From an optimization exercise on the open Yosys and OpenROAD flow, aimed at small area and a short achievable clock period; shortcuts taken in it are not production practice.
Function was checked by simulation only, so behaviour that the tests miss may differ from the original.

### design/flow/config.mk
export PLATFORM = sky130hd
export DESIGN_NAME = mult_div_pipe
export DESIGN_NICKNAME = mult_div_pipe
export VERILOG_FILES = /design/flow/design.v
export SDC_FILE = /design/flow/constraint.sdc
export NUM_CORES = 4
export LEC_CHECK = 0
export ABC_AREA = 1
export CAP_MARGIN = 20
export CORE_MARGIN = 2
export CORE_UTILIZATION = 55
export SLEW_MARGIN = 20
### design/flow/constraint.sdc
create_clock -name core_clock -period 115.0 [get_ports {clk}]
set_input_delay 23.0000 -clock core_clock [delete_from_list [all_inputs] [get_ports {clk}]]
set_output_delay 23.0000 -clock core_clock [all_outputs]
set_load 0.01 [all_outputs]
### design/flow/design.v
package PARAMS_pkg;
    parameter INSTR_SIZE = 32;
    parameter ADDR_SIZE = 32;
    parameter WD_SIZE = 32;
    parameter INSTR_REG_SIZE = 5;
    parameter OPCODE_SIZE = 7;
    parameter FUNCT3_SIZE = 3;
    parameter FUNCT7_SIZE = 7;
    parameter IMM_I_SIZE = 12;
    parameter OPCODE_OP = 7'b0110011;  
    parameter OPCODE_IM = 7'b0010011;
    parameter OPCODE_LD = 7'b0000011;
    parameter OPCODE_ST = 7'b0100011;
    parameter OPCODE_BR = 7'b1100011;
    parameter OPCODE_JM = 7'b1101111;
    parameter F7_ADD = 7'b0;
    parameter F7_SUB = 7'b0100000;
    parameter F7_MULDIV = 7'b0000001;
    parameter F3_ADD = 3'b0;
    parameter F3_SUB = 3'b0;
    parameter F3_MUL = 3'b0;
    parameter F3_MULH = 3'b001;
    parameter F3_MULHSU = 3'b010;
    parameter F3_MULHU = 3'b011;
    parameter F3_DIV = 3'b100;
    parameter F3_DIVU = 3'b101;
    parameter F3_REM = 3'b110;
    parameter F3_REMU = 3'b111;
    parameter F3_LDB = 3'b0;
    parameter F3_LDW = 3'b010;
    parameter F3_STB = 3'b0;
    parameter F3_STW = 3'b010;
    parameter F3_BEQ = 3'b0;
    parameter F3_BNE = 3'b001;
    parameter F3_BLT = 3'b100;
    parameter F3_BGE = 3'b101;
    parameter F3_BLTU = 3'b110;
    parameter F3_BGEU = 3'b111;
    parameter MEM_ACCESS_BYTE = 3'b000;
    parameter MEM_ACCESS_HALF = 3'b001;
    parameter MEM_ACCESS_WORD = 3'b010;
    parameter RD = 1'b0;
    parameter WR = 1'b1;
    parameter BOOT_ADDR = 32'h00001000;
    parameter EXCEP_ADDR = 32'h00002000;
    parameter NOP_INSTR = { {{WD_SIZE-7}{1'b0}}, OPCODE_IM};  
    parameter CACHE_LINE_SIZE = 64;  
    parameter CACHE_NUM_LINES = 4;
endpackage
`timescale 1ns/1ps
module div_chain #(
    parameter integer K0 = 0,
    parameter integer K1 = 8
) (
    input  logic [(K0 > 0 ? K0 : 1)-1:0] r_i,
    input  logic [31:0] n_i,             
    input  logic [31:0] d_i,             
    output logic [K1-1:0] r_o,           
    output logic [K1-K0-1:0] q_o         
);
    logic [K1:K0][31:0] rr;
    if (K0 > 0) begin : g_rin
        assign rr[K0] = {{(32-K0){1'b0}}, r_i[K0-1:0]};
    end else begin : g_rzero
        assign rr[K0] = 32'b0;
    end
    for (genvar k = K0; k < K1; k++) begin : st
        localparam integer W = k + 1;
        logic [W-1:0] x;
        logic [W:0] diff;
        logic hnz, q;
        if (k == 0) begin : g_x0
            assign x = n_i[31];
        end else begin : g_xn
            assign x = {rr[k][k-1:0], n_i[31-k]};
        end
        assign diff = {1'b0, x} - {1'b0, d_i[W-1:0]};
        if (W < 32) begin : g_hi
            assign hnz = |d_i[31:W];
            assign rr[k+1][31:W] = '0;
        end else begin : g_nohi
            assign hnz = 1'b0;
        end
        assign q = ~diff[W] & ~hnz;
        assign rr[k+1][W-1:0] = q ? diff[W-1:0] : x;
        assign q_o[K1-1-k] = q;
    end
    assign r_o = rr[K1][K1-1:0];
endmodule
module md_rows #(
    parameter integer K0 = 12,
    parameter integer K1 = 22
) (
    input  logic div,                    
    input  logic [31:0] f_i,             
    input  logic [31:0] b_i,             
    input  logic [31:0] d_i,             
    input  logic [31:0] e_i,             
    input  logic k_i,                    
    output logic [31:0] f_o,             
    output logic [K1-K0-1:0] qs_o,       
    output logic [K1-K0-1:0] uc_o,       
    output logic [31:0] e_o,             
    output logic k_o
);
    logic [K1:K0][31:0] ff, ee;
    logic [K1:K0] kk;
    assign ff[K0] = f_i;
    assign ee[K0] = e_i;
    assign kk[K0] = k_i;
    for (genvar k = K0; k < K1; k++) begin : st
        localparam integer W = k + 1;
        logic [W-1:0] x, s, o;
        logic c, nhz, y, sel;
        assign y = b_i[31-k];
        if (k == 0) begin : g_x0
            assign x = y & div;
        end else begin : g_xn
            assign x = {ff[k][k-1:0], y & div};
        end
        assign o = ~d_i[W-1:0];
        logic [W+1:0] sum;
        assign sum = {1'b0, x, div} + {1'b0, o, div};
        assign s = sum[W:1];
        assign c = sum[W+1];
        if (W < 32) begin : g_hi
            assign nhz = div & ~|d_i[31:W];
        end else begin : g_nohi
            assign nhz = div;
        end
        assign sel = (c & nhz) | (~div & y);
        assign ff[k+1][W-1:0] = sel ? s : x;
        if (W < 32) begin : g_ff
            assign ff[k+1][31:W] = '0;
        end
        assign qs_o[K1-1-k] = div ? sel : ee[k][31];
        logic [32:W] kc;
        assign kc[W] = kk[k];
        for (genvar i = W; i < 32; i++) begin : ext
            assign {kc[i+1], ee[k+1][i]} = {1'b0, ee[k][i-1]} + {1'b0, ~d_i[i] & y} + {1'b0, kc[i]};
        end
        assign ee[k+1][W-1:0] = '0;
        assign uc_o[K1-1-k] = kc[32];
        assign kk[k+1] = c & y;
    end
    assign f_o = ff[K1];
    assign e_o = ee[K1];
    assign k_o = kk[K1];
endmodule
module cond_neg (
    input  logic [31:0] x,
    input  logic n,
    input  logic c,
    output logic [31:0] y
);
    logic [6*32-1:0] a;        
    assign a[31:0] = {~x[30:0], 1'b1};
    for (genvar l = 0; l < 5; l++) begin : lv
        for (genvar j = 0; j < 32; j++) begin : b
            if (j >= (1 << l)) begin : c2
                assign a[(l+1)*32+j] = a[l*32+j] & a[l*32+j-(1<<l)];
            end else begin : c1
                assign a[(l+1)*32+j] = a[l*32+j];
            end
        end
    end
    assign y = n ? (~x ^ ({32{c}} & a[5*32 +: 32])) : x;
endmodule
module booth_small (
    input  logic [32:0] x,
    input  logic [13:0] y,
    output logic [44:0] p
);
    logic [14:0] ys;
    assign ys = {{1{y[13]}}, y};
    logic [33:0] xs, x2;
    assign xs = {x[32], x};
    assign x2 = {x, 1'b0};
    logic one0, two0, neg0;
    assign one0 = ys[0] ^ 1'b0;
    assign two0 = (ys[1] & ~ys[0] & ~1'b0) | (~ys[1] & ys[0] & 1'b0);
    assign neg0 = ys[1];
    logic [33:0] pp0;
    assign pp0 = (({34{one0}} & xs) | ({34{two0}} & x2)) ^ {34{neg0}};
    logic one1, two1, neg1;
    assign one1 = ys[2] ^ ys[1];
    assign two1 = (ys[3] & ~ys[2] & ~ys[1]) | (~ys[3] & ys[2] & ys[1]);
    assign neg1 = ys[3];
    logic [33:0] pp1;
    assign pp1 = (({34{one1}} & xs) | ({34{two1}} & x2)) ^ {34{neg1}};
    logic one2, two2, neg2;
    assign one2 = ys[4] ^ ys[3];
    assign two2 = (ys[5] & ~ys[4] & ~ys[3]) | (~ys[5] & ys[4] & ys[3]);
    assign neg2 = ys[5];
    logic [33:0] pp2;
    assign pp2 = (({34{one2}} & xs) | ({34{two2}} & x2)) ^ {34{neg2}};
    logic one3, two3, neg3;
    assign one3 = ys[6] ^ ys[5];
    assign two3 = (ys[7] & ~ys[6] & ~ys[5]) | (~ys[7] & ys[6] & ys[5]);
    assign neg3 = ys[7];
    logic [33:0] pp3;
    assign pp3 = (({34{one3}} & xs) | ({34{two3}} & x2)) ^ {34{neg3}};
    logic one4, two4, neg4;
    assign one4 = ys[8] ^ ys[7];
    assign two4 = (ys[9] & ~ys[8] & ~ys[7]) | (~ys[9] & ys[8] & ys[7]);
    assign neg4 = ys[9];
    logic [33:0] pp4;
    assign pp4 = (({34{one4}} & xs) | ({34{two4}} & x2)) ^ {34{neg4}};
    logic one5, two5, neg5;
    assign one5 = ys[10] ^ ys[9];
    assign two5 = (ys[11] & ~ys[10] & ~ys[9]) | (~ys[11] & ys[10] & ys[9]);
    assign neg5 = ys[11];
    logic [33:0] pp5;
    assign pp5 = (({34{one5}} & xs) | ({34{two5}} & x2)) ^ {34{neg5}};
    logic one6, two6, neg6;
    assign one6 = ys[12] ^ ys[11];
    assign two6 = (ys[13] & ~ys[12] & ~ys[11]) | (~ys[13] & ys[12] & ys[11]);
    assign neg6 = ys[13];
    logic [33:0] pp6;
    assign pp6 = (({34{one6}} & xs) | ({34{two6}} & x2)) ^ {34{neg6}};
    logic t1, t2, t3, t4, t5, t6, t7, t8, t9, t10, t11, t12, t13, t14, t15, t16;
    logic t17, t18, t19, t20, t21, t22, t23, t24, t25, t26, t27, t28, t29, t30, t31, t32;
    logic t33, t34, t35, t36, t37, t38, t39, t40, t41, t42, t43, t44, t45, t46, t47, t48;
    logic t49, t50, t51, t52, t53, t54, t55, t56, t57, t58, t59, t60, t61, t62, t63, t64;
    logic t65, t66, t67, t68, t69, t70, t71, t72, t73, t74, t75, t76, t77, t78, t79, t80;
    logic t81, t82, t83, t84, t85, t86, t87, t88, t89, t90, t91, t92, t93, t94, t95, t96;
    logic t97, t98, t99, t100, t101, t102, t103, t104, t105, t106, t107, t108, t109, t110, t111, t112;
    logic t113, t114, t115, t116, t117, t118, t119, t120, t121, t122, t123, t124, t125, t126, t127, t128;
    logic t129, t130, t131, t132, t133, t134, t135, t136, t137, t138, t139, t140, t141, t142, t143, t144;
    logic t145, t146, t147, t148, t149, t150, t151, t152, t153, t154, t155, t156, t157, t158, t159, t160;
    logic t161, t162, t163, t164, t165, t166, t167, t168, t169, t170, t171, t172, t173, t174, t175, t176;
    logic t177, t178, t179, t180, t181, t182, t183, t184, t185, t186, t187, t188, t189, t190, t191, t192;
    logic t193, t194, t195, t196, t197, t198, t199, t200, t201, t202, t203, t204, t205, t206, t207, t208;
    logic t209, t210, t211, t212, t213, t214, t215, t216, t217, t218, t219, t220, t221, t222, t223, t224;
    logic t225, t226, t227, t228, t229, t230, t231, t232, t233, t234, t235, t236, t237, t238, t239, t240;
    logic t241, t242, t243, t244, t245, t246, t247, t248, t249, t250, t251, t252, t253, t254, t255, t256;
    logic t257, t258, t259, t260, t261, t262, t263, t264, t265, t266, t267, t268, t269, t270, t271, t272;
    logic t273, t274, t275, t276, t277, t278, t279, t280, t281, t282, t283, t284, t285, t286, t287, t288;
    logic t289, t290, t291, t292, t293, t294, t295, t296, t297, t298, t299, t300, t301, t302, t303, t304;
    logic t305, t306, t307, t308, t309, t310, t311, t312, t313, t314, t315, t316, t317, t318, t319, t320;
    logic t321, t322, t323, t324, t325, t326, t327, t328, t329, t330, t331, t332, t333, t334, t335, t336;
    logic t337, t338, t339, t340, t341, t342, t343, t344, t345, t346, t347, t348, t349, t350, t351, t352;
    logic t353, t354, t355, t356, t357, t358, t359, t360, t361, t362, t363, t364, t365, t366, t367, t368;
    logic t369, t370, t371, t372, t373, t374, t375, t376, t377, t378, t379, t380, t381, t382, t383, t384;
    logic t385, t386, t387, t388, t389, t390, t391, t392, t393, t394, t395, t396;
    assign {t2, t1} = {1'b0, pp0[10]} + {1'b0, pp1[8]};
    assign {t4, t3} = {1'b0, pp0[11]} + {1'b0, pp1[9]};
    assign {t6, t5} = {1'b0, pp0[12]} + {1'b0, pp1[10]} + {1'b0, pp2[8]};
    assign {t8, t7} = {1'b0, pp3[6]} + {1'b0, pp4[4]};
    assign {t10, t9} = {1'b0, pp0[13]} + {1'b0, pp1[11]} + {1'b0, pp2[9]};
    assign {t12, t11} = {1'b0, pp3[7]} + {1'b0, pp4[5]};
    assign {t14, t13} = {1'b0, pp0[14]} + {1'b0, pp1[12]} + {1'b0, pp2[10]};
    assign {t16, t15} = {1'b0, pp3[8]} + {1'b0, pp4[6]};
    assign {t18, t17} = {1'b0, pp0[15]} + {1'b0, pp1[13]} + {1'b0, pp2[11]};
    assign {t20, t19} = {1'b0, pp3[9]} + {1'b0, pp4[7]};
    assign {t22, t21} = {1'b0, pp0[16]} + {1'b0, pp1[14]} + {1'b0, pp2[12]};
    assign {t24, t23} = {1'b0, pp3[10]} + {1'b0, pp4[8]};
    assign {t26, t25} = {1'b0, pp0[17]} + {1'b0, pp1[15]} + {1'b0, pp2[13]};
    assign {t28, t27} = {1'b0, pp3[11]} + {1'b0, pp4[9]};
    assign {t30, t29} = {1'b0, pp0[18]} + {1'b0, pp1[16]} + {1'b0, pp2[14]};
    assign {t32, t31} = {1'b0, pp3[12]} + {1'b0, pp4[10]};
    assign {t34, t33} = {1'b0, pp0[19]} + {1'b0, pp1[17]} + {1'b0, pp2[15]};
    assign {t36, t35} = {1'b0, pp3[13]} + {1'b0, pp4[11]};
    assign {t38, t37} = {1'b0, pp0[20]} + {1'b0, pp1[18]} + {1'b0, pp2[16]};
    assign {t40, t39} = {1'b0, pp3[14]} + {1'b0, pp4[12]};
    assign {t42, t41} = {1'b0, pp0[21]} + {1'b0, pp1[19]} + {1'b0, pp2[17]};
    assign {t44, t43} = {1'b0, pp3[15]} + {1'b0, pp4[13]};
    assign {t46, t45} = {1'b0, pp0[22]} + {1'b0, pp1[20]} + {1'b0, pp2[18]};
    assign {t48, t47} = {1'b0, pp3[16]} + {1'b0, pp4[14]};
    assign {t50, t49} = {1'b0, pp0[23]} + {1'b0, pp1[21]} + {1'b0, pp2[19]};
    assign {t52, t51} = {1'b0, pp3[17]} + {1'b0, pp4[15]};
    assign {t54, t53} = {1'b0, pp0[24]} + {1'b0, pp1[22]} + {1'b0, pp2[20]};
    assign {t56, t55} = {1'b0, pp3[18]} + {1'b0, pp4[16]};
    assign {t58, t57} = {1'b0, pp0[25]} + {1'b0, pp1[23]} + {1'b0, pp2[21]};
    assign {t60, t59} = {1'b0, pp3[19]} + {1'b0, pp4[17]};
    assign {t62, t61} = {1'b0, pp0[26]} + {1'b0, pp1[24]} + {1'b0, pp2[22]};
    assign {t64, t63} = {1'b0, pp3[20]} + {1'b0, pp4[18]};
    assign {t66, t65} = {1'b0, pp0[27]} + {1'b0, pp1[25]} + {1'b0, pp2[23]};
    assign {t68, t67} = {1'b0, pp3[21]} + {1'b0, pp4[19]};
    assign {t70, t69} = {1'b0, pp0[28]} + {1'b0, pp1[26]} + {1'b0, pp2[24]};
    assign {t72, t71} = {1'b0, pp3[22]} + {1'b0, pp4[20]};
    assign {t74, t73} = {1'b0, pp0[29]} + {1'b0, pp1[27]} + {1'b0, pp2[25]};
    assign {t76, t75} = {1'b0, pp3[23]} + {1'b0, pp4[21]};
    assign {t78, t77} = {1'b0, pp0[30]} + {1'b0, pp1[28]} + {1'b0, pp2[26]};
    assign {t80, t79} = {1'b0, pp3[24]} + {1'b0, pp4[22]};
    assign {t82, t81} = {1'b0, pp0[31]} + {1'b0, pp1[29]} + {1'b0, pp2[27]};
    assign {t84, t83} = {1'b0, pp3[25]} + {1'b0, pp4[23]};
    assign {t86, t85} = {1'b0, pp0[32]} + {1'b0, pp1[30]} + {1'b0, pp2[28]};
    assign {t88, t87} = {1'b0, pp3[26]} + {1'b0, pp4[24]};
    assign {t90, t89} = {1'b0, ~pp0[33]} + {1'b0, pp1[31]} + {1'b0, pp2[29]};
    assign {t92, t91} = {1'b0, pp3[27]} + {1'b0, pp4[25]} + {1'b0, pp5[23]};
    assign {t94, t93} = {1'b0, pp1[32]} + {1'b0, pp2[30]} + {1'b0, pp3[28]};
    assign {t96, t95} = {1'b0, pp4[26]} + {1'b0, pp5[24]};
    assign {t98, t97} = {1'b0, ~pp1[33]} + {1'b0, pp2[31]} + {1'b0, pp3[29]};
    assign {t100, t99} = {1'b0, pp2[32]} + {1'b0, pp3[30]};
    assign {t102, t101} = {1'b0, pp0[6]} + {1'b0, pp1[4]};
    assign {t104, t103} = {1'b0, pp0[7]} + {1'b0, pp1[5]};
    assign {t106, t105} = {1'b0, pp0[8]} + {1'b0, pp1[6]} + {1'b0, pp2[4]};
    assign {t108, t107} = {1'b0, pp3[2]} + {1'b0, pp4[0]};
    assign {t110, t109} = {1'b0, pp0[9]} + {1'b0, pp1[7]} + {1'b0, pp2[5]};
    assign {t112, t111} = {1'b0, pp3[3]} + {1'b0, pp4[1]};
    assign {t114, t113} = {1'b0, t1} + {1'b0, pp2[6]} + {1'b0, pp3[4]};
    assign {t116, t115} = {1'b0, pp4[2]} + {1'b0, pp5[0]} + {1'b0, neg5};
    assign {t118, t117} = {1'b0, t3} + {1'b0, pp2[7]} + {1'b0, pp3[5]};
    assign {t120, t119} = {1'b0, pp4[3]} + {1'b0, pp5[1]} + {1'b0, t2};
    assign {t122, t121} = {1'b0, t5} + {1'b0, t7} + {1'b0, pp5[2]};
    assign {t124, t123} = {1'b0, pp6[0]} + {1'b0, neg6} + {1'b0, t4};
    assign {t126, t125} = {1'b0, t9} + {1'b0, t11} + {1'b0, pp5[3]};
    assign {t128, t127} = {1'b0, pp6[1]} + {1'b0, t6} + {1'b0, t8};
    assign {t130, t129} = {1'b0, t13} + {1'b0, t15} + {1'b0, pp5[4]};
    assign {t132, t131} = {1'b0, pp6[2]} + {1'b0, t10} + {1'b0, t12};
    assign {t134, t133} = {1'b0, t17} + {1'b0, t19} + {1'b0, pp5[5]};
    assign {t136, t135} = {1'b0, pp6[3]} + {1'b0, t14} + {1'b0, t16};
    assign {t138, t137} = {1'b0, t21} + {1'b0, t23} + {1'b0, pp5[6]};
    assign {t140, t139} = {1'b0, pp6[4]} + {1'b0, t18} + {1'b0, t20};
    assign {t142, t141} = {1'b0, t25} + {1'b0, t27} + {1'b0, pp5[7]};
    assign {t144, t143} = {1'b0, pp6[5]} + {1'b0, t22} + {1'b0, t24};
    assign {t146, t145} = {1'b0, t29} + {1'b0, t31} + {1'b0, pp5[8]};
    assign {t148, t147} = {1'b0, pp6[6]} + {1'b0, t26} + {1'b0, t28};
    assign {t150, t149} = {1'b0, t33} + {1'b0, t35} + {1'b0, pp5[9]};
    assign {t152, t151} = {1'b0, pp6[7]} + {1'b0, t30} + {1'b0, t32};
    assign {t154, t153} = {1'b0, t37} + {1'b0, t39} + {1'b0, pp5[10]};
    assign {t156, t155} = {1'b0, pp6[8]} + {1'b0, t34} + {1'b0, t36};
    assign {t158, t157} = {1'b0, t41} + {1'b0, t43} + {1'b0, pp5[11]};
    assign {t160, t159} = {1'b0, pp6[9]} + {1'b0, t38} + {1'b0, t40};
    assign {t162, t161} = {1'b0, t45} + {1'b0, t47} + {1'b0, pp5[12]};
    assign {t164, t163} = {1'b0, pp6[10]} + {1'b0, t42} + {1'b0, t44};
    assign {t166, t165} = {1'b0, t49} + {1'b0, t51} + {1'b0, pp5[13]};
    assign {t168, t167} = {1'b0, pp6[11]} + {1'b0, t46} + {1'b0, t48};
    assign {t170, t169} = {1'b0, t53} + {1'b0, t55} + {1'b0, pp5[14]};
    assign {t172, t171} = {1'b0, pp6[12]} + {1'b0, t50} + {1'b0, t52};
    assign {t174, t173} = {1'b0, t57} + {1'b0, t59} + {1'b0, pp5[15]};
    assign {t176, t175} = {1'b0, pp6[13]} + {1'b0, t54} + {1'b0, t56};
    assign {t178, t177} = {1'b0, t61} + {1'b0, t63} + {1'b0, pp5[16]};
    assign {t180, t179} = {1'b0, pp6[14]} + {1'b0, t58} + {1'b0, t60};
    assign {t182, t181} = {1'b0, t65} + {1'b0, t67} + {1'b0, pp5[17]};
    assign {t184, t183} = {1'b0, pp6[15]} + {1'b0, t62} + {1'b0, t64};
    assign {t186, t185} = {1'b0, t69} + {1'b0, t71} + {1'b0, pp5[18]};
    assign {t188, t187} = {1'b0, pp6[16]} + {1'b0, t66} + {1'b0, t68};
    assign {t190, t189} = {1'b0, t73} + {1'b0, t75} + {1'b0, pp5[19]};
    assign {t192, t191} = {1'b0, pp6[17]} + {1'b0, t70} + {1'b0, t72};
    assign {t194, t193} = {1'b0, t77} + {1'b0, t79} + {1'b0, pp5[20]};
    assign {t196, t195} = {1'b0, pp6[18]} + {1'b0, t74} + {1'b0, t76};
    assign {t198, t197} = {1'b0, t81} + {1'b0, t83} + {1'b0, pp5[21]};
    assign {t200, t199} = {1'b0, pp6[19]} + {1'b0, t78} + {1'b0, t80};
    assign {t202, t201} = {1'b0, t85} + {1'b0, t87} + {1'b0, pp5[22]};
    assign {t204, t203} = {1'b0, pp6[20]} + {1'b0, t82} + {1'b0, t84};
    assign {t206, t205} = {1'b0, t89} + {1'b0, t91} + {1'b0, pp6[21]};
    assign {t208, t207} = {1'b0, 1'b1} + {1'b0, t86} + {1'b0, t88};
    assign {t210, t209} = {1'b0, t93} + {1'b0, t95} + {1'b0, pp6[22]};
    assign {t212, t211} = {1'b0, 1'b1} + {1'b0, t90} + {1'b0, t92};
    assign {t214, t213} = {1'b0, t97} + {1'b0, pp4[27]} + {1'b0, pp5[25]};
    assign {t216, t215} = {1'b0, pp6[23]} + {1'b0, t94} + {1'b0, t96};
    assign {t218, t217} = {1'b0, t99} + {1'b0, pp4[28]} + {1'b0, pp5[26]};
    assign {t220, t219} = {1'b0, pp6[24]} + {1'b0, 1'b1} + {1'b0, t98};
    assign {t222, t221} = {1'b0, ~pp2[33]} + {1'b0, pp3[31]} + {1'b0, pp4[29]};
    assign {t224, t223} = {1'b0, pp5[27]} + {1'b0, pp6[25]} + {1'b0, t100};
    assign {t226, t225} = {1'b0, pp3[32]} + {1'b0, pp4[30]} + {1'b0, pp5[28]};
    assign {t228, t227} = {1'b0, pp6[26]} + {1'b0, 1'b1};
    assign {t230, t229} = {1'b0, ~pp3[33]} + {1'b0, pp4[31]} + {1'b0, pp5[29]};
    assign {t232, t231} = {1'b0, pp4[32]} + {1'b0, pp5[30]};
    assign {t234, t233} = {1'b0, pp0[4]} + {1'b0, pp1[2]};
    assign {t236, t235} = {1'b0, pp0[5]} + {1'b0, pp1[3]};
    assign {t238, t237} = {1'b0, t101} + {1'b0, pp2[2]} + {1'b0, pp3[0]};
    assign {t240, t239} = {1'b0, t103} + {1'b0, pp2[3]} + {1'b0, pp3[1]};
    assign {t242, t241} = {1'b0, t105} + {1'b0, t107} + {1'b0, neg4};
    assign {t244, t243} = {1'b0, t109} + {1'b0, t111} + {1'b0, t106};
    assign {t246, t245} = {1'b0, t113} + {1'b0, t115} + {1'b0, t110};
    assign {t248, t247} = {1'b0, t117} + {1'b0, t119} + {1'b0, t114};
    assign {t250, t249} = {1'b0, t121} + {1'b0, t123} + {1'b0, t118};
    assign {t252, t251} = {1'b0, t125} + {1'b0, t127} + {1'b0, t122};
    assign {t254, t253} = {1'b0, t129} + {1'b0, t131} + {1'b0, t126};
    assign {t256, t255} = {1'b0, t133} + {1'b0, t135} + {1'b0, t130};
    assign {t258, t257} = {1'b0, t137} + {1'b0, t139} + {1'b0, t134};
    assign {t260, t259} = {1'b0, t141} + {1'b0, t143} + {1'b0, t138};
    assign {t262, t261} = {1'b0, t145} + {1'b0, t147} + {1'b0, t142};
    assign {t264, t263} = {1'b0, t149} + {1'b0, t151} + {1'b0, t146};
    assign {t266, t265} = {1'b0, t153} + {1'b0, t155} + {1'b0, t150};
    assign {t268, t267} = {1'b0, t157} + {1'b0, t159} + {1'b0, t154};
    assign {t270, t269} = {1'b0, t161} + {1'b0, t163} + {1'b0, t158};
    assign {t272, t271} = {1'b0, t165} + {1'b0, t167} + {1'b0, t162};
    assign {t274, t273} = {1'b0, t169} + {1'b0, t171} + {1'b0, t166};
    assign {t276, t275} = {1'b0, t173} + {1'b0, t175} + {1'b0, t170};
    assign {t278, t277} = {1'b0, t177} + {1'b0, t179} + {1'b0, t174};
    assign {t280, t279} = {1'b0, t181} + {1'b0, t183} + {1'b0, t178};
    assign {t282, t281} = {1'b0, t185} + {1'b0, t187} + {1'b0, t182};
    assign {t284, t283} = {1'b0, t189} + {1'b0, t191} + {1'b0, t186};
    assign {t286, t285} = {1'b0, t193} + {1'b0, t195} + {1'b0, t190};
    assign {t288, t287} = {1'b0, t197} + {1'b0, t199} + {1'b0, t194};
    assign {t290, t289} = {1'b0, t201} + {1'b0, t203} + {1'b0, t198};
    assign {t292, t291} = {1'b0, t205} + {1'b0, t207} + {1'b0, t202};
    assign {t294, t293} = {1'b0, t209} + {1'b0, t211} + {1'b0, t206};
    assign {t296, t295} = {1'b0, t213} + {1'b0, t215} + {1'b0, t210};
    assign {t298, t297} = {1'b0, t217} + {1'b0, t219} + {1'b0, t214};
    assign {t300, t299} = {1'b0, t221} + {1'b0, t223} + {1'b0, t218};
    assign {t302, t301} = {1'b0, t225} + {1'b0, t227} + {1'b0, t222};
    assign {t304, t303} = {1'b0, t229} + {1'b0, pp6[27]} + {1'b0, t226};
    assign {t306, t305} = {1'b0, t231} + {1'b0, pp6[28]} + {1'b0, 1'b1};
    assign {t308, t307} = {1'b0, ~pp4[33]} + {1'b0, pp5[31]} + {1'b0, pp6[29]};
    assign {t310, t309} = {1'b0, pp5[32]} + {1'b0, pp6[30]};
    assign {t312, t311} = {1'b0, pp0[2]} + {1'b0, pp1[0]};
    assign {t314, t313} = {1'b0, pp0[3]} + {1'b0, pp1[1]};
    assign {t316, t315} = {1'b0, t233} + {1'b0, pp2[0]} + {1'b0, neg2};
    assign {t318, t317} = {1'b0, t235} + {1'b0, pp2[1]} + {1'b0, t234};
    assign {t320, t319} = {1'b0, t237} + {1'b0, neg3} + {1'b0, t236};
    assign {t322, t321} = {1'b0, t239} + {1'b0, t102} + {1'b0, t238};
    assign {t324, t323} = {1'b0, t241} + {1'b0, t104} + {1'b0, t240};
    assign {t326, t325} = {1'b0, t243} + {1'b0, t108} + {1'b0, t242};
    assign {t328, t327} = {1'b0, t245} + {1'b0, t112} + {1'b0, t244};
    assign {t330, t329} = {1'b0, t247} + {1'b0, t116} + {1'b0, t246};
    assign {t332, t331} = {1'b0, t249} + {1'b0, t120} + {1'b0, t248};
    assign {t334, t333} = {1'b0, t251} + {1'b0, t124} + {1'b0, t250};
    assign {t336, t335} = {1'b0, t253} + {1'b0, t128} + {1'b0, t252};
    assign {t338, t337} = {1'b0, t255} + {1'b0, t132} + {1'b0, t254};
    assign {t340, t339} = {1'b0, t257} + {1'b0, t136} + {1'b0, t256};
    assign {t342, t341} = {1'b0, t259} + {1'b0, t140} + {1'b0, t258};
    assign {t344, t343} = {1'b0, t261} + {1'b0, t144} + {1'b0, t260};
    assign {t346, t345} = {1'b0, t263} + {1'b0, t148} + {1'b0, t262};
    assign {t348, t347} = {1'b0, t265} + {1'b0, t152} + {1'b0, t264};
    assign {t350, t349} = {1'b0, t267} + {1'b0, t156} + {1'b0, t266};
    assign {t352, t351} = {1'b0, t269} + {1'b0, t160} + {1'b0, t268};
    assign {t354, t353} = {1'b0, t271} + {1'b0, t164} + {1'b0, t270};
    assign {t356, t355} = {1'b0, t273} + {1'b0, t168} + {1'b0, t272};
    assign {t358, t357} = {1'b0, t275} + {1'b0, t172} + {1'b0, t274};
    assign {t360, t359} = {1'b0, t277} + {1'b0, t176} + {1'b0, t276};
    assign {t362, t361} = {1'b0, t279} + {1'b0, t180} + {1'b0, t278};
    assign {t364, t363} = {1'b0, t281} + {1'b0, t184} + {1'b0, t280};
    assign {t366, t365} = {1'b0, t283} + {1'b0, t188} + {1'b0, t282};
    assign {t368, t367} = {1'b0, t285} + {1'b0, t192} + {1'b0, t284};
    assign {t370, t369} = {1'b0, t287} + {1'b0, t196} + {1'b0, t286};
    assign {t372, t371} = {1'b0, t289} + {1'b0, t200} + {1'b0, t288};
    assign {t374, t373} = {1'b0, t291} + {1'b0, t204} + {1'b0, t290};
    assign {t376, t375} = {1'b0, t293} + {1'b0, t208} + {1'b0, t292};
    assign {t378, t377} = {1'b0, t295} + {1'b0, t212} + {1'b0, t294};
    assign {t380, t379} = {1'b0, t297} + {1'b0, t216} + {1'b0, t296};
    assign {t382, t381} = {1'b0, t299} + {1'b0, t220} + {1'b0, t298};
    assign {t384, t383} = {1'b0, t301} + {1'b0, t224} + {1'b0, t300};
    assign {t386, t385} = {1'b0, t303} + {1'b0, t228} + {1'b0, t302};
    assign {t388, t387} = {1'b0, t305} + {1'b0, t230} + {1'b0, t304};
    assign {t390, t389} = {1'b0, t307} + {1'b0, t232} + {1'b0, t306};
    assign {t392, t391} = {1'b0, t309} + {1'b0, 1'b1} + {1'b0, t308};
    assign {t394, t393} = {1'b0, ~pp5[33]} + {1'b0, pp6[31]} + {1'b0, t310};
    assign {t396, t395} = {1'b0, pp6[32]} + {1'b0, 1'b1};
    logic [44:0] sa, sb;
    assign sa[0] = pp0[0];
    assign sb[0] = neg0;
    assign sa[1] = pp0[1];
    assign sb[1] = 1'b0;
    assign sa[2] = t311;
    assign sb[2] = neg1;
    assign sa[3] = t313;
    assign sb[3] = t312;
    assign sa[4] = t315;
    assign sb[4] = t314;
    assign sa[5] = t317;
    assign sb[5] = t316;
    assign sa[6] = t319;
    assign sb[6] = t318;
    assign sa[7] = t321;
    assign sb[7] = t320;
    assign sa[8] = t323;
    assign sb[8] = t322;
    assign sa[9] = t325;
    assign sb[9] = t324;
    assign sa[10] = t327;
    assign sb[10] = t326;
    assign sa[11] = t329;
    assign sb[11] = t328;
    assign sa[12] = t331;
    assign sb[12] = t330;
    assign sa[13] = t333;
    assign sb[13] = t332;
    assign sa[14] = t335;
    assign sb[14] = t334;
    assign sa[15] = t337;
    assign sb[15] = t336;
    assign sa[16] = t339;
    assign sb[16] = t338;
    assign sa[17] = t341;
    assign sb[17] = t340;
    assign sa[18] = t343;
    assign sb[18] = t342;
    assign sa[19] = t345;
    assign sb[19] = t344;
    assign sa[20] = t347;
    assign sb[20] = t346;
    assign sa[21] = t349;
    assign sb[21] = t348;
    assign sa[22] = t351;
    assign sb[22] = t350;
    assign sa[23] = t353;
    assign sb[23] = t352;
    assign sa[24] = t355;
    assign sb[24] = t354;
    assign sa[25] = t357;
    assign sb[25] = t356;
    assign sa[26] = t359;
    assign sb[26] = t358;
    assign sa[27] = t361;
    assign sb[27] = t360;
    assign sa[28] = t363;
    assign sb[28] = t362;
    assign sa[29] = t365;
    assign sb[29] = t364;
    assign sa[30] = t367;
    assign sb[30] = t366;
    assign sa[31] = t369;
    assign sb[31] = t368;
    assign sa[32] = t371;
    assign sb[32] = t370;
    assign sa[33] = t373;
    assign sb[33] = t372;
    assign sa[34] = t375;
    assign sb[34] = t374;
    assign sa[35] = t377;
    assign sb[35] = t376;
    assign sa[36] = t379;
    assign sb[36] = t378;
    assign sa[37] = t381;
    assign sb[37] = t380;
    assign sa[38] = t383;
    assign sb[38] = t382;
    assign sa[39] = t385;
    assign sb[39] = t384;
    assign sa[40] = t387;
    assign sb[40] = t386;
    assign sa[41] = t389;
    assign sb[41] = t388;
    assign sa[42] = t391;
    assign sb[42] = t390;
    assign sa[43] = t393;
    assign sb[43] = t392;
    assign sa[44] = t395;
    assign sb[44] = t394;
    assign p = sa + sb;
endmodule
`timescale 1ns/1ps
import PARAMS_pkg::*;
module mult_div_pipe (
    input clk,
    input reset_n,
    input logic op_i,
    input logic [FUNCT7_SIZE-1:0] funct7_i,
    input logic [FUNCT3_SIZE-1:0] funct3_i,
    input logic [WD_SIZE-1:0] op1_data_i,
    input logic [WD_SIZE-1:0] op2_data_i,
    input logic [INSTR_REG_SIZE-1:0] rd_i,
    input logic ctrl_reg_write_i,
    output logic [INSTR_REG_SIZE-1:0] rd_m0_o,
    output logic [INSTR_REG_SIZE-1:0] rd_m1_o,
    output logic [INSTR_REG_SIZE-1:0] rd_m2_o,
    output logic [INSTR_REG_SIZE-1:0] rd_m3_o,
    output logic [WD_SIZE-1:0] bypass_ml_data_o,
    output logic bypass_ctrl_reg_write_ml_o,
    output logic [INSTR_REG_SIZE-1:0] rd_o,
    output logic ctrl_reg_write_o,
    output logic valid_result_o,
    output logic [WD_SIZE-1:0] result_o
);
localparam integer K1 = 13;    
localparam integer K2 = 22;    
logic v0, w0;
logic [4:0] rd0;
logic [2:0] f0;
logic [31:0] a0, b0;
always_ff @(posedge clk) begin
    a0 <= op1_data_i;
    b0 <= op2_data_i;
    f0 <= funct3_i;
    if (!reset_n) begin
        v0 <= 1'b0;
        w0 <= 1'b0;
        rd0 <= 5'b0;
    end else begin
        v0 <= op_i && (funct7_i == F7_MULDIV) && ctrl_reg_write_i;
        w0 <= ctrl_reg_write_i;
        rd0 <= ctrl_reg_write_i ? rd_i : 5'b0;
    end
end
logic sa0, sb0, na0, nb0;
assign sa0 = f0[2] ? ~f0[0] : (f0[1] ^ f0[0]);
assign sb0 = f0[2] ? ~f0[0] : (f0[1:0] == 2'b01);
assign na0 = sa0 & a0[31];
assign nb0 = sb0 & b0[31];
logic [31:0] ua0, ub0;
cond_neg nga (.x (a0), .n (na0), .c (1'b1), .y (ua0));
cond_neg ngb (.x (b0), .n (nb0), .c (1'b1), .y (ub0));
logic [31+K1:0] ph;
booth_small bm (.x ({1'b0, ua0}), .y ({1'b0, ub0[31:32-K1]}), .p (ph));
logic [K1-1:0] r1_d, q1_d;
div_chain #(.K0(0), .K1(K1)) dc1 (
    .r_i (1'b0), .n_i (ua0), .d_i (ub0), .r_o (r1_d), .q_o (q1_d)
);
logic bz, neg;
assign bz = (ub0 == 32'b0);
assign neg = ~f0[2] ? (na0 ^ nb0) : f0[1] ? na0 : (na0 ^ nb0) & ~bz;
logic v1, w1, div1, neg1, low1;
logic [4:0] rd1;
logic [K1-1:0] r1, q1;
logic [31:K1] e1;
logic [31-K1:0] n1;
logic [31:0] d1;
always_ff @(posedge clk) begin
    r1 <= f0[2] ? r1_d : ph[K1-1:0];
    q1 <= f0[2] ? q1_d : ph[31+K1:32];
    e1 <= ph[31:K1];
    n1 <= f0[2] ? ua0[31-K1:0] : ub0[31-K1:0];
    d1 <= f0[2] ? ub0 : ~ua0;
    div1 <= f0[2];
    neg1 <= neg;
    low1 <= f0[2] ? f0[1] : (f0[1:0] == 2'b00);
    if (!reset_n) begin
        v1 <= 1'b0;
        w1 <= 1'b0;
        rd1 <= 5'b0;
    end else begin
        v1 <= v0;
        w1 <= w0;
        rd1 <= rd0;
    end
end
logic [31:0] f2_d, e2_d;
logic [K2-K1-1:0] qs2_d, uc2_d;
logic k2_d;
md_rows #(.K0(K1), .K1(K2)) mr2 (
    .div (div1), .f_i ({{(32-K1){1'b0}}, r1}), .b_i ({{K1{1'b0}}, n1}), .d_i (d1),
    .e_i ({e1, {K1{1'b0}}}), .k_i (1'b0),
    .f_o (f2_d), .qs_o (qs2_d), .uc_o (uc2_d), .e_o (e2_d), .k_o (k2_d)
);
logic v2, w2, div2, neg2, low2, k2;
logic [4:0] rd2;
logic [K2-1:0] f2, qs2;
logic [K2-K1-1:0] uc2;
logic [31:K2] e2;
logic [31-K2:0] n2;
logic [31:0] d2;
always_ff @(posedge clk) begin
    f2 <= f2_d[K2-1:0];
    qs2 <= {q1, qs2_d};
    uc2 <= uc2_d;
    e2 <= e2_d[31:K2];
    k2 <= k2_d;
    n2 <= n1[31-K2:0];
    d2 <= d1;
    div2 <= div1;
    neg2 <= neg1;
    low2 <= low1;
    if (!reset_n) begin
        v2 <= 1'b0;
        w2 <= 1'b0;
        rd2 <= 5'b0;
    end else begin
        v2 <= v1;
        w2 <= w1;
        rd2 <= rd1;
    end
end
logic [31:0] f3_d, e3_d;
logic [31-K2:0] qs3_d, uc3_d;
logic k3_d;
md_rows #(.K0(K2), .K1(32)) mr3 (
    .div (div2), .f_i ({{(32-K2){1'b0}}, f2}), .b_i ({{K2{1'b0}}, n2}), .d_i (d2),
    .e_i ({e2, {K2{1'b0}}}), .k_i (k2),
    .f_o (f3_d), .qs_o (qs3_d), .uc_o (uc3_d), .e_o (e3_d), .k_o (k3_d)
);
logic [31:0] qs3, hi3, ures, res3_d;
assign qs3 = {qs2, qs3_d};
assign hi3 = qs3 + {{K1{1'b0}}, uc2, uc3_d} + {31'b0, k3_d};
assign ures = low2 ? f3_d : div2 ? qs3 : hi3;
logic cin;
assign cin = neg2 & (div2 | (f3_d == 32'b0));
cond_neg ngr (.x (ures), .n (neg2), .c (cin), .y (res3_d));
logic v3, w3, v4, w4;
logic [4:0] rd3, rd4;
logic [31:0] res3, res4;
always_ff @(posedge clk) begin
    res3 <= res3_d;
    res4 <= res3;
    if (!reset_n) begin
        v3 <= 1'b0;
        w3 <= 1'b0;
        rd3 <= 5'b0;
        v4 <= 1'b0;
        w4 <= 1'b0;
        rd4 <= 5'b0;
    end else begin
        v3 <= v2;
        w3 <= w2;
        rd3 <= rd2;
        v4 <= v3;
        w4 <= w3;
        rd4 <= rd3;
    end
end
assign rd_m0_o = rd0;
assign rd_m1_o = rd1;
assign rd_m2_o = rd2;
assign rd_m3_o = rd3;
assign bypass_ml_data_o = res3;
assign bypass_ctrl_reg_write_ml_o = w3;
assign rd_o = rd4;
assign ctrl_reg_write_o = w4;
assign valid_result_o = v4;
assign result_o = res4;
endmodule
### design/flow/flow/run.sh
#!/bin/bash
# The standard layout, with repair_timing asked to leave a setup margin so
# that it shortens the register-to-register paths below the clock period.
# The clock period, the I/O delays and every other constraint are unchanged.
set -euo pipefail
export SETUP_SLACK_MARGIN=91
bash standard.sh > standard_flow.log 2>&1
### design/flow/standard.sh
#!/bin/bash
# synth_recipe.tcl (not shown) runs the flow's synth.tcl, then flattens the netlist and writes it again
# the make line also repeats each setting of config.mk as NAME=value (left out here)
make -C /OpenROAD-flow-scripts/flow DESIGN_CONFIG=/design/flow/config.mk WORK_HOME=/design/flow/orfs CLKGATE_MAP_FILE= SYNTH_SCRIPT=/design/flow/synth_recipe.tcl "${@:-finish}"
==> run_results.csv, run 1 <==
group,metric,value,unit
floorplanning,dieHeight,338.2,µm
place,pre_cts_ws,83.06,ns
sta,final.period_utilization,20.92,%
sta,setup_tns,0,ns
global_routing,grt_pass1_wl,346.2,mm
sta,hold_viol_final,0,
sta,finalCriticalPeriod,24.06,ns
sta,slew_headroom,14.87,%
floorplanning,dieWidth,338.2,µm
final_layout,num-fill-cells,9783,
synth,ys_ff_latch,374,
sta,fin_skew,0.02566,ns
floorplanning,fp-row-count,122,
drt,drt-total-wl,234.0,mm
worst_setup_path,critical_path_class,"reg -> out",
final_layout,final_nets,10928,
worst_setup_path,slowest_delay,0.33,ns
synth,postSynthCellCount,9368,
worst_setup_path,crit_fanout,2,
drt,num_vias,66422,
cts,clk_path_buf_depth,3,
sta,finalSetupViolations,0,
worst_setup_path,crit_family,"flip-flops",
final_layout,final_cell_area,0.07533,mm²
final_layout,syn_to_final_growth,22.66,%
job,drv_cap,0,
floorplanning,die-area,0.1144,mm²
synth,syn_area_per_cell,6.556,µm²
cts,clock_latency,0.61,ns
synth,netlist_area,0.06142,mm²
synth,synth_edf_count,0,
global_routing,grt_pass1_vias,63338,
cts,numCtsBuffers,40,
global_routing,grt_max_degree,78,
drt,drc,0,
sta,fin_ws,90.94,ns
global_routing,grtUsageTotal,38.02,%
drt,wl_met2,109.2,mm
final_layout,drive_gt1_share,17.98,%
global_routing,globalRoute.totalOverflow,0,
final_layout,layout_common_cells,"nand2_1 (2228), inv_1 (1253), nand3_1 (587), nor2_1 (576), xor2_1 (494)",
cts,clkSlewWorstSetupHoldPaths,0.07,ns
synth,synth_seq_area_share,12.19,%
drt,dr.pass1.iters,6,
place,io_buffers,174,
final_layout,layout_commonest_cell,"nand2_1",
worst_hold_path,hp-class,"reg -> reg",
sta,max_clock_freq,41.57,MHz
place,post-dp-hpwl,175.2,mm
drt,antenna_left,0,
synth,async_reset_ff_share,0,%
worst_setup_path,setup.worst_path.start_class,"flop",
worst_setup_path,crit_buf_inv,1,
synth,synth_top_cells_by_area,"nand2_1 (15%), ha_1 (13%), dfxtp_1 (12%)",
synth,synth.distinct_cells,77,
place,placed_area,0.06467,mm²
worst_setup_path,cp.required,92.00,ns
drt,wl_met1,87.15,mm
synth,yosys.area.top_type,"nand2_1",
cts,ctsHoldBuffers,0,
worst_setup_path,cp.arrival,1.06,ns
global_routing,grt_antenna_before_repair,3,
drt,wl_per_cell,20.59,µm
floorplanning,io_pins,175,
synth,synth_ff_type,"dfxtp_1",
floorplanning,initial_core_util,55.49,%
sta,tightest_slew,1.273,ns
drt,drtIter0Drc,5622,
place,gp_congestion,1.006,
cts,cts_sinks,374,
cts,cts_tree,"built",
synth,syn_nets,10451,
worst_setup_path,cp-end-kind,"primary output",
synth,netlist.area_leader.share,14.70,%
sta,rsz0062_at_grt,"true",
drt,routed.top_layer,"met5",
sta,drv_slew,0,
cts,cts_root_buf,"clkbuf_16",
outcome,status,"finished clean",
synth,yosys_warnings,1,
cts,h-tree-depth,2,
worst_setup_path,slowest_stage,"dfxtp_2",
drt,via_per_inst,5.844,
worst_setup_path,worstPathCellList,"buf_6",
drt,wl_met3,16.89,mm
floorplanning,coreArea,0.1107,mm²
-- cells by family (layout without fill, tap and decap cells) --
| kind of cell | Yosys count | count (layout) | synth area share [%] |
|---|---|---|---|
| and+or+nand+nor | 4095 | 4101 | 28.17 |
| buffers and inverters | 1610 | 2112 | 10.10 |
| AOI/OAI and AO/OA | 1600 | 1601 | 14.94 |
| adders and majority gates | 1000 | 1000 | 24.72 |
| xor gates and xnor gates | 687 | 687 | 9.828 |
| DFF | 374 | 374 | 12.19 |
| muxes | 2 | 2 | 0.03463 |
| other | 0 | 1 | 0 |
-- cells in the mapped netlist, types with 7 or more instances --
library cell	count
a21boi_1	11
xor2_1	500
or2_2	77
xnor2_1	186
dfxtp_1	374
a21boi_0	20
inv_1	1314
inv_2	35
nor2_2	11
a21oi_1	600
nand3b_1	37
o21a_1	24
buf_6	10
nand2_1	2405
a31oi_1	46
a211oi_1	19
o21bai_1	65
o21ai_2	21
nor4_1	40
o31ai_1	18
and2_1	57
fa_1	356
a21oi_2	7
o211ai_1	21
o22ai_1	221
o21ai_0	374
buf_4	7
o221ai_1	12
a21o_1	33
buf_2	46
clkbuf_1	146
nor2_1	628
nand3_1	633
buf_1	41
nor3_1	79
or2_1	15
nand4_1	66
clkinv_1	9
ha_1	644
o21ai_1	75
a221oi_1	9
nand2_2	18
-- sequential cells by signal, indices dropped and copies added, names as in the netlist, 9 cells and up --
signal / count
q1: 13
d2: 32
r1: 13
b0: 32
qs2: 22
a0: 32
res4: 32
f2: 22
e2: 10
n2: 10
e1: 19
n1: 19
uc2: 9
d1: 32
res3: 32
-- final cells by class --
type                    count  area, µm²  area share (%)
multi-input cells        7391      52830           70.12
well taps                1488       1862           2.471
repair buffers            666       6167           8.186
repair inverters           12      97.59          0.1295
clock inverters            28      310.3          0.4119
flip-flops and latches    374       7612           10.10
inverters                1360       5403           7.172
diodes                      1      2.502        0.003322
clock buffers              46       1054           1.398
-- through the flow --
| stage | utilization, % | instances | hold slack [ns] |
|---|---|---|---|
| floorplan | - | 9368 | 0.3096 |
| global placement | 58.43 | 10870 | 0.3120 |
| detailed placement | 58.44 | 10870 | 0.3121 |
| CTS | 62.63 | 11114 | 0.3274 |
| global route | 68.07 | 11365 | 0.3295 |
| finish | 68.07 | 11366 | 0.3271 |
-- worst paths after layout --
check,from,endpoint,slack [ns],cells past startpoint
worst min register to register,q1[5],qs2[14],0.33,0
worst max-delay path,rd1[3],rd_m1_o[3],90.94,1
worst max register to register,d2[0],res3[30],91.60,154
worst min-delay path,q1[5],qs2[14],0.33,0
-- repair_timing --
item	4_1_cts	5_1_grt
cloned	22	12
pin swaps	99	363
endpoints found under the hold margin	0	0
resized for setup	914	838
setup buffers	148	239
endpoints found under the setup margin	184	169
-- metal layers --
layer	vias up	track usage [%]
met5	-	0
met4	2	26.89
met3	956	5.587
met2	2952	65.00
met1	31062	43.55
li1	31450	-
==> run 2, diff against run 1 <==
--- a/design/flow/flow/run.sh
+++ b/design/flow/flow/run.sh
@@ -5,3 +5,3 @@
 set -euo pipefail
-export SETUP_SLACK_MARGIN=91
+export SETUP_SLACK_MARGIN=90
 bash standard.sh > standard_flow.log 2>&1
==> run_results.csv, run 2 <==
group,metric,value,unit
outcome,status,"finished clean",
place,pre_cts_ws,83.06,ns
worst_setup_path,slowest_stage,"clkdlybuf4s50_1",
synth,synth.distinct_cells,77,
worst_setup_path,worstPathCellList,"clkdlybuf4s50_1",
worst_setup_path,crit_fanout,2,
worst_setup_path,cp.required,92.00,ns
drt,via_per_inst,5.805,
sta,finalCriticalPeriod,24.51,ns
worst_setup_path,cp-startpoint,"res3[13]",
drt,dr.pass1.iters,9,
floorplanning,dieWidth,338.2,µm
synth,synth_ff_type,"dfxtp_1",
final_layout,final_nets,10789,
sta,final.period_utilization,21.31,%
sta,setup_tns,0,ns
final_layout,multi_input_area,0.05060,mm²
synth,synth_top_cells_by_area,"nand2_1 (15%), ha_1 (13%), dfxtp_1 (12%)",
floorplanning,io_pins,175,
global_routing,grt_pass1_vias,62610,
final_layout,drive_gt1_share,11.69,%
cts,cts_root_buf,"clkbuf_16",
floorplanning,fp-row-count,122,
final_layout,num-fill-cells,10323,
cts,cts_tree,"built",
worst_setup_path,reg2regPathDepth,154,
worst_setup_path,crit_family,"buffers and inverters",
drt,num_vias,65169,
floorplanning,dieHeight,338.2,µm
synth,synthTopCellsByCount,"nand2_1 (2405), inv_1 (1314), ha_1 (644)",
synth,yosys_warnings,1,
sta,slew_headroom,23.19,%
synth,ys_ff_latch,374,
synth,postSynthCellCount,9368,
synth,synth_seq_area_share,12.19,%
worst_setup_path,crit_buf_inv,1,
synth,syn_area_per_cell,6.556,µm²
floorplanning,initial_core_util,55.49,%
sta,hold_viol_final,0,
synth,async_reset_ff_share,0,%
synth,netlist_area,0.06142,mm²
cts,ctsHoldBuffers,0,
place,post-dp-hpwl,175.2,mm
job,drv_cap,0,
worst_setup_path,r2r_end,"res3[28]",
synth,netlist.area_leader.share,14.70,%
drt,wl_per_cell,20.31,µm
cts,clock_latency,0.60,ns
global_routing,grt_pass1_wl,342.3,mm
synth,synth.most_common_cell,"nand2_1",
place,placed_area,0.06467,mm²
drt,drtIter0Drc,5145,
sta,tightest_slew,1.140,ns
drt,antenna_left,0,
worst_hold_path,hp-class,"reg -> reg",
place,gp_congestion,1.006,
cts,clk_path_buf_depth,3,
worst_setup_path,slowest_delay,0.56,ns
worst_setup_path,path_depth,1,
final_layout,antennaDiodeCount,0,
final_layout,layout_commonest_cell,"nand2_1",
worst_setup_path,setup.worst_path.start_class,"flop",
global_routing,globalRoute.totalOverflow,0,
floorplanning,coreArea,0.1107,mm²
synth,synth_edf_count,0,
cts,h-tree-depth,2,
global_routing,grtUsageTotal,37.53,%
sta,fin_ws,90.49,ns
worst_setup_path,r2r-start,"d2[0]",
synth,syn_nets,10451,
worst_setup_path,cp-end-kind,"primary output",
final_layout,final_cell_area,0.07173,mm²
sta,finalSetupViolations,0,
floorplanning,die-area,0.1144,mm²
worst_setup_path,critical_path_class,"reg -> out",
global_routing,grt_max_degree,78,
worst_setup_path,cp.arrival,1.51,ns
sta,max_clock_freq,40.80,MHz
cts,cts_sinks,374,
worst_setup_path,r2r_slack,90.87,ns
place,io_buffers,174,
worst_setup_path,critPathCapture,"bypass_ml_data_o[13]",
cts,clkSlewWorstSetupHoldPaths,0.06,ns
final_layout,seq_area,0.007510,mm²
sta,drv_slew,0,
drt,drt-total-wl,228.0,mm
synth,yosys.area.top_type,"nand2_1",
drt,drc,0,
final_layout,syn_to_final_growth,16.80,%
global_routing,grt_antenna_before_repair,2,
cts,numCtsBuffers,40,
final_layout,layout_common_cells,"nand2_1 (2327), inv_1 (1274), nand3_1 (609), nor2_1 (597), ha_1 (546)",
sta,fin_skew,0.02319,ns
sta,rsz0062_at_grt,"false",
## run 2: metrics by stage
| step | instances | hold slack (ns) | utilization, % |
|---|---|---|---|
| final | 11226 | 0.3269 | 64.82 |
| after global routing | 11226 | 0.3295 | 64.82 |
| after CTS | 11045 | 0.3274 | 61.42 |
| after detailed placement | 10870 | 0.3121 | 58.44 |
| after global placement | 10870 | 0.3120 | 58.43 |
| after floorplan | 9368 | 0.3096 | - |
## run 2: kinds of logic (layout without fill, tap and decap cells)
kind of cell	count (synthesis)	count (layout)	share of synthesized area (%)
xor gates and xnor gates	687	687	9.828
DFF	374	374	12.19
adders and majority gates	1000	1000	24.72
and+or+nand+nor	4095	4099	28.17
buffers and inverters	1610	1975	10.10
AOI/OAI and AO/OA	1600	1601	14.94
muxes	2	2	0.03463
## run 2: layout make-up
type | count | area share, %
multi-input cells | 7389 | 70.54
flip-flops and latches | 374 | 10.47
inverters | 1360 | 7.483
repair buffers | 531 | 6.918
well taps | 1488 | 2.595
clock buffers | 46 | 1.469
clock inverters | 28 | 0.4326
repair inverters | 10 | 0.09768
## run 2: per-layer routing
metal / global-route usage [%] / vias to the layer above / wire length, µm
li1: - / 31160 / -
met3: 5.464 / 858 / 16580
met5: 0 / - / 9
met1: 43.08 / 30275 / 86150
met4: 25.26 / 2 / 18880
met2: 64.68 / 2874 / 106400
## run 2: how the worst min path moves through the flow
stage          start      end  depth (start not counted)
2_1_floorplan   low1     low2                          0
3_3_place_gp   q1[2]  qs2[11]                          0
3_5_place_dp   n1[9]    n2[9]                          0
4_1_cts        q1[5]  qs2[14]                          0
5_1_grt        q1[5]  qs2[14]                          0
6_report       q1[5]  qs2[14]                          0
## run 2: repair_timing
item / 4_1_cts / 5_1_grt
gates cloned: 13 / 17
gates resized for setup: 274 / 498
endpoints found under the hold margin: 0 / 0
pin swaps: 63 / 183
setup buffers: 88 / 163
endpoints found under the setup margin: 84 / 77
==> run 3, diff against run 2 <==
--- a/design/flow/flow/run.sh
+++ b/design/flow/flow/run.sh
@@ -5,3 +5,3 @@
 set -euo pipefail
-export SETUP_SLACK_MARGIN=90
+export SETUP_SLACK_MARGIN=89
 bash standard.sh > standard_flow.log 2>&1
==> run_results.csv, run 3 <==
group,metric,value,unit
drt,wl_per_cell,20.06,µm
sta,hold_viol_final,0,
job,drv_cap,0,
sta,final.period_utilization,21.46,%
worst_setup_path,slowest_stage,"fa_1",
cts,ctsHoldBuffers,0,
synth,postSynthCellCount,9368,
synth,synth_ff_type,"dfxtp_1",
global_routing,grt_antenna_before_repair,3,
place,post-dp-hpwl,175.2,mm
worst_setup_path,cp.required,115.50,ns
synth,synth.most_common_cell,"nand2_1",
sta,fin_ws,90.32,ns
worst_hold_path,hp-class,"reg -> reg",
global_routing,globalRoute.totalOverflow,0,
synth,synth_edf_count,0,
synth,synthTopCellsByCount,"nand2_1 (2405), inv_1 (1314), ha_1 (644)",
cts,cts_root_buf,"clkbuf_16",
final_layout,layout_commonest_cell,"nand2_1",
worst_setup_path,crit_path_frequent_cell,"nand2_1",
place,pre_cts_ws,83.06,ns
cts,cts_sinks,374,
cts,cts_tree,"built",
sta,rsz0062_at_grt,"false",
cts,h-tree-depth,2,
drt,dr.pass1.iters,9,
final_layout,syn_to_final_growth,13.20,%
worst_hold_path,worstHoldStart,"q1[5]",
synth,synth.distinct_cells,77,
cts,clkSlewWorstSetupHoldPaths,0.07,ns
global_routing,grt_pass1_vias,62101,
worst_setup_path,slowest_delay,0.45,ns
worst_setup_path,crit_family,"simple AND/OR/NAND/NOR gates",
global_routing,grt_pass1_wl,338.9,mm
sta,max_clock_freq,40.53,MHz
synth,synth_seq_area_share,12.19,%
synth,yosys_warnings,1,
floorplanning,die-area,0.1144,mm²
global_routing,grt_max_degree,78,
worst_setup_path,cp-end-kind,"flop",
cts,clk_path_buf_depth,3,
worst_setup_path,crit_fanout,31,
floorplanning,fp-row-count,122,
global_routing,grtUsageTotal,37.13,%
drt,antenna_left,0,
cts,numCtsBuffers,40,
worst_setup_path,cp.arrival,25.17,ns
worst_setup_path,setup.worst_path.start_class,"flop",
place,gp_congestion,1.006,
drt,drc,0,
floorplanning,io_pins,175,
drt,num_vias,64349,
outcome,status,"finished clean",
worst_setup_path,crit_buf_inv,29,
final_layout,layout_common_cells,"nand2_1 (2365), inv_1 (1281), nand3_1 (620), nor2_1 (605), ha_1 (603)",
floorplanning,dieHeight,338.2,µm
synth,syn_nets,10451,
place,io_buffers,174,
worst_setup_path,cp-startpoint,"d2[0]",
worst_setup_path,critical_path_class,"reg -> reg",
sta,drv_slew,0,
synth,async_reset_ff_share,0,%
drt,via_per_inst,5.786,
cts,clock_latency,0.61,ns
worst_setup_path,r2r-start,"d2[0]",
synth,yosys.area.top_type,"nand2_1",
floorplanning,coreArea,0.1107,mm²
sta,tightest_slew,1.223,ns
sta,slew_headroom,17.61,%
drt,drt-total-wl,223.0,mm
synth,syn_area_per_cell,6.556,µm²
final_layout,final_nets,10681,
synth,ys_ff_latch,374,
final_layout,drive_gt1_share,8.806,%
sta,fin_skew,0.02582,ns
sta,finalCriticalPeriod,24.68,ns
drt,drtIter0Drc,4927,
floorplanning,dieWidth,338.2,µm
sta,setup_tns,0,ns
floorplanning,initial_core_util,55.49,%
sta,finalSetupViolations,0,
synth,netlist_area,0.06142,mm²
synth,netlist.area_leader.share,14.70,%
synth,synth_top_cells_by_area,"nand2_1 (15%), ha_1 (13%), dfxtp_1 (12%)",
-- run 3: cell counts after synthesis --
Identical to the previous run, type by type.
-- run 3: kinds of logic (layout without fill, tap and decap cells) --
group                      Yosys count  count (layout)  share of synthesized area, %
AOI/OAI and AO/OA                 1600            1601                         14.94
xor gates and xnor gates           687             687                         9.828
adders and majority gates         1000            1000                         24.72
buffers and inverters             1610            1868                         10.10
DFF                                374             374                         12.19
muxes                                2               2                       0.03463
other                                0               3                             0
and+or+nand+nor                   4095            4098                         28.17
-- run 3: worst paths after layout --
kind	cells past startpoint	to	slack, ns
hold reg to reg	0	qs2[14]	0.33
hold / removal	0	qs2[14]	0.33
setup reg to reg	157	res3[29]	90.32
setup / recovery	157	res3[29]	90.32
-- run 3: area by class of cell --
cell class | instances | area, µm²
timing repair inverter | 7 | 45.04
clock buffer | 46 | 1054
tap | 1488 | 1862
clock inverter | 28 | 310.3
timing repair buffer | 427 | 3939
multi-input combinational | 7388 | 49470
antenna | 3 | 7.507
fill | 10624 | 41150
inverter | 1360 | 5330
sequential | 374 | 7505
-- run 3: repair_timing --
item                       4_1_cts  5_1_grt
gates resized for setup        173      311
setup buffers                   57       97
setup endpoints to repair       80       77
pin swaps                       27       89
gates cloned                     8       12
hold endpoints to repair         0        0
-- run 3: worst reg2reg max path, delay by kind of cell, from the launching register on --
kind	cells	cell delay [ns]
AO/OA/AOI/OAI	36	6.02
AND/OR/NAND/NOR	79	10.25
XOR/XNOR	1	0.15
buffers and inverters	29	3.61
flip-flops	1	0.38
adder cells (fa/ha/maj)	12	4.18
-- run 3: stage by stage --
stage          instances  utilization (%)  hold WS [ns]  instance area (µm²)
2_1_floorplan       9368                -        0.3096                61420
3_3_place_gp       10870            58.43        0.3120                64660
3_5_place_dp       10870            58.44        0.3121                64670
4_1_cts            11009            60.75        0.3274                67230
5_1_grt            11118            62.81        0.3295                69510
6_report           11121            62.82        0.3271                69520
-- run 3: routing by layer --
metal	track usage, %	part of all wire, %
met5	0	0.010
met1	42.86	38
met4	24.35	7.9
met3	5.290	7.2
met2	64.09	47
==> run 4, diff against run 3 <==
==> design/flow/flow/run.sh (replaced) <==
#!/bin/bash
# The standard layout, with two changes to how it is made:
# - repair_timing is asked to leave a setup margin, so that it shortens the
#   register-to-register paths well below the clock period;
# - the port buffers are buf_4 cells instead of the delay buffers that
#   buffer_ports picks by default.
# The clock period, the I/O delays and every other constraint are unchanged;
# every port still gets its own buffer.
set -euo pipefail
export SETUP_SLACK_MARGIN=90
export BUFFER_PORTS_ARGS="-buffer_cell sky130_fd_sc_hd__buf_4"
bash standard.sh > standard_flow.log 2>&1
==> run_results.csv, run 4 <==
group,metric,value,unit
synth,synth_mux_area_share,0.03463,%
synth,synth_top_family_by_area,"simple AND/OR/NAND/NOR gates",
floorplanning,dieWidth,338.2,µm
floorplanning,fp-row-count,122,
place,io_buffers,174,
cts,cts_sinks,374,
final_layout,num-fill-cells,10253,
final_layout,layout_common_cells,"nand2_1 (2313), inv_1 (1274), nand3_1 (602), nor2_1 (595), ha_1 (548)",
cts,ctsHoldBuffers,0,
sta,hold_viol_final,0,
sta,fin_skew,0.02890,ns
final_layout,fin_cells,11250,
worst_setup_path,slowest_delay,0.45,ns
drt,via_per_inst,5.844,
final_layout,drive_gt1_share,14.20,%
synth,ys_ff_latch,374,
sta,drv_slew,0,
synth,synth_top_cells_by_area,"nand2_1 (15%), ha_1 (13%), dfxtp_1 (12%)",
synth,synth_edf_count,0,
place,dp.cells,10869,
cts,h-tree-depth,2,
worst_hold_path,hp-class,"reg -> reg",
final_layout,final_nets,10811,
synth,synth.distinct_cells,77,
global_routing,globalRoute.totalOverflow,0,
drt,drc,0,
worst_setup_path,cp.required,115.46,ns
worst_setup_path,setup.worst_path.start_class,"flop",
drt,drtIter0Drc,5611,
synth,synth_seq_area_share,12.19,%
floorplanning,die-area,0.1144,mm²
global_routing,grt_pass1_wl,348.4,mm
outcome,status,"finished clean",
drt,num_vias,65747,
synth,postSynthCellCount,9368,
worst_setup_path,cp-end-kind,"flop",
synth,synth_compound_area_share,14.94,%
final_layout,layout_commonest_cell,"nand2_1",
drt,wl_per_cell,20.68,µm
global_routing,grtUsageTotal,38.23,%
cts,clk_path_buf_depth,3,
sta,slew_headroom,19.98,%
worst_setup_path,r2r-start,"b0[0]",
floorplanning,coreArea,0.1107,mm²
job,drv_cap,0,
sta,max_clock_freq,41.33,MHz
synth,synth_xor_area_share,9.828,%
floorplanning,dieHeight,338.2,µm
sta,finalSetupViolations,0,
drt,dr.pass1.iters,6,
synth,netlist.area_leader.share,14.70,%
drt,drt-total-wl,232.7,mm
worst_setup_path,cp-startpoint,"b0[0]",
cts,cts_root_buf,"clkbuf_16",
worst_setup_path,crit_fanout,16,
synth,synthTopCellsByCount,"nand2_1 (2405), inv_1 (1314), ha_1 (644)",
sta,final.period_utilization,21.04,%
synth,async_reset_ff_share,0,%
drt,antenna_left,0,
floorplanning,initial_core_util,55.49,%
global_routing,grt_antenna_before_repair,7,
final_layout,syn_to_final_growth,16.96,%
sta,tightest_slew,1.188,ns
worst_setup_path,slowest_stage,"or3b_2",
synth,syn_area_per_cell,6.556,µm²
synth,synth.most_common_cell,"nand2_1",
cts,clock_latency,0.60,ns
global_routing,grt_max_degree,79,
synth,netlist_area,0.06142,mm²
cts,cts_tree,"built",
worst_setup_path,r2r_slack,90.80,ns
sta,finalCriticalPeriod,24.20,ns
worst_setup_path,crit_path_frequent_cell,"nand2_1",
place,pre_cts_ws,82.58,ns
place,post-dp-hpwl,178.5,mm
cts,clkSlewWorstSetupHoldPaths,0.07,ns
cts,numCtsBuffers,38,
synth,synth_adder_area_share,24.72,%
synth,yosys.area.top_type,"nand2_1",
worst_setup_path,critical_path_class,"reg -> reg",
worst_hold_path,worstHoldStart,"n1[5]",
place,gp_congestion,1.028,
synth,synth_ff_type,"dfxtp_1",
synth,synthSimpleGateAreaFrac,28.17,%
sta,setup_tns,0,ns
global_routing,grt_pass1_vias,63030,
synth,syn_nets,10451,
worst_setup_path,cp.arrival,24.66,ns
floorplanning,io_pins,175,
sta,fin_ws,90.80,ns
sta,rsz0062_at_grt,"false",
synth,yosys_warnings,1,
[run 4: worst paths after layout]
| kind | cells after the start | end |
|---|---|---|
| max | 167 | r1[10] |
| min | 0 | n2[5] |
| max reg2reg | 167 | r1[10] |
| min reg2reg | 0 | n2[5] |
[run 4: routing by layer]
layer	wire length (µm)	vias up	GRT usage, %
met2	108300	3152	65.92
met5	36	-	0
met1	87980	30481	44.70
met4	17840	6	23.07
met3	18560	922	5.801
li1	-	31186	-
[run 4: cell families (layout without fill, tap and decap cells)]
| family | Yosys count | in the layout |
|---|---|---|
| multiplexers | 2 | 2 |
| flip-flops | 374 | 374 |
| AO/OA/AOI/OAI | 1600 | 1601 |
| XOR/XNOR | 687 | 687 |
| adder cells (fa/ha/maj) | 1000 | 1000 |
| other | 0 | 4 |
| AND/OR/NAND/NOR | 4095 | 4099 |
| buffers and inverters | 1610 | 1995 |
[run 4: layout make-up]
cell class | count | area, µm² | area share, %
diodes | 4 | 10.01 | 0.01393
repair inverters | 7 | 52.55 | 0.07316
clock inverters | 25 | 265.3 | 0.3693
inverters | 1360 | 5384 | 7.495
flip-flops and latches | 374 | 7515 | 10.46
repair buffers | 558 | 4851 | 6.753
clock buffers | 45 | 1027 | 1.430
multi-input cells | 7389 | 50870 | 70.81
well taps | 1488 | 1862 | 2.592
[run 4: repair_timing]
action | 4_1_cts | 5_1_grt
setup buffers | 103 | 174
gates resized for setup | 331 | 495
endpoints found under the hold margin | 0 | 0
gates cloned | 14 | 16
pin swaps | 65 | 188
setup endpoints to repair | 83 | 77
[run 4: worst max-delay path, delay by kind of cell (launching register included)]
family,cells,cell delay (ns)
flops,1,0.29
simple gates,78,9.32
xor+xnor,1,0.19
compound gates,52,7.74
buf+inv,23,2.80
fa+ha+maj,13,3.68
[run 4: stage by stage]
| stage | area (µm²) | hold WS [ns] | util (%) |
|---|---|---|---|
| after floorplan | 61420 | 0.3096 | - |
| after global placement | 64220 | 0.3137 | 58.03 |
| after detailed placement | 64230 | 0.3128 | 58.04 |
| after CTS | 67930 | 0.3324 | 61.38 |
| after global routing | 71820 | 0.3389 | 64.90 |
| final | 71830 | 0.3310 | 64.91 |

port drivers added, routing unchanged:
No port has a modelled driver above. Below, the same layouts with a new extraction and two added sets of constraints. Step 1 sets driving cells, clkbuf_16 on the clock port and buf_2 on the other inputs (assumed; they add their load-dependent delay and slew). Step 2 times the ports against the registers' clock, not the clock port: input delays grow and output delays shrink by t, the midpoint of the rising clock arrivals with the driver on. Slacks: ideal / step 1 / step 2; pairs: ideal / step 1.
| run | shift t [ns] | setup WS [ns] | clock arrival spread, ns |
|---|---|---|---|
| run 1 | 0.669 | 90.945 / 90.873 / 90.726 | 0.027 / 0.027 |
| run 2 | 0.657 | 90.491 / 90.428 / 90.078 | 0.025 / 0.025 |
| run 3 | 0.669 | 90.324 / 90.324 / 90.088 | 0.027 / 0.027 |
| run 4 | 0.657 | 90.804 / 90.804 / 90.804 | 0.029 / 0.029 |
After both steps every run listed still meets setup and hold. For run 2, which loses most, drivers alone change the setup slack by -0.063 ns; drivers and shift together by -0.413 ns.
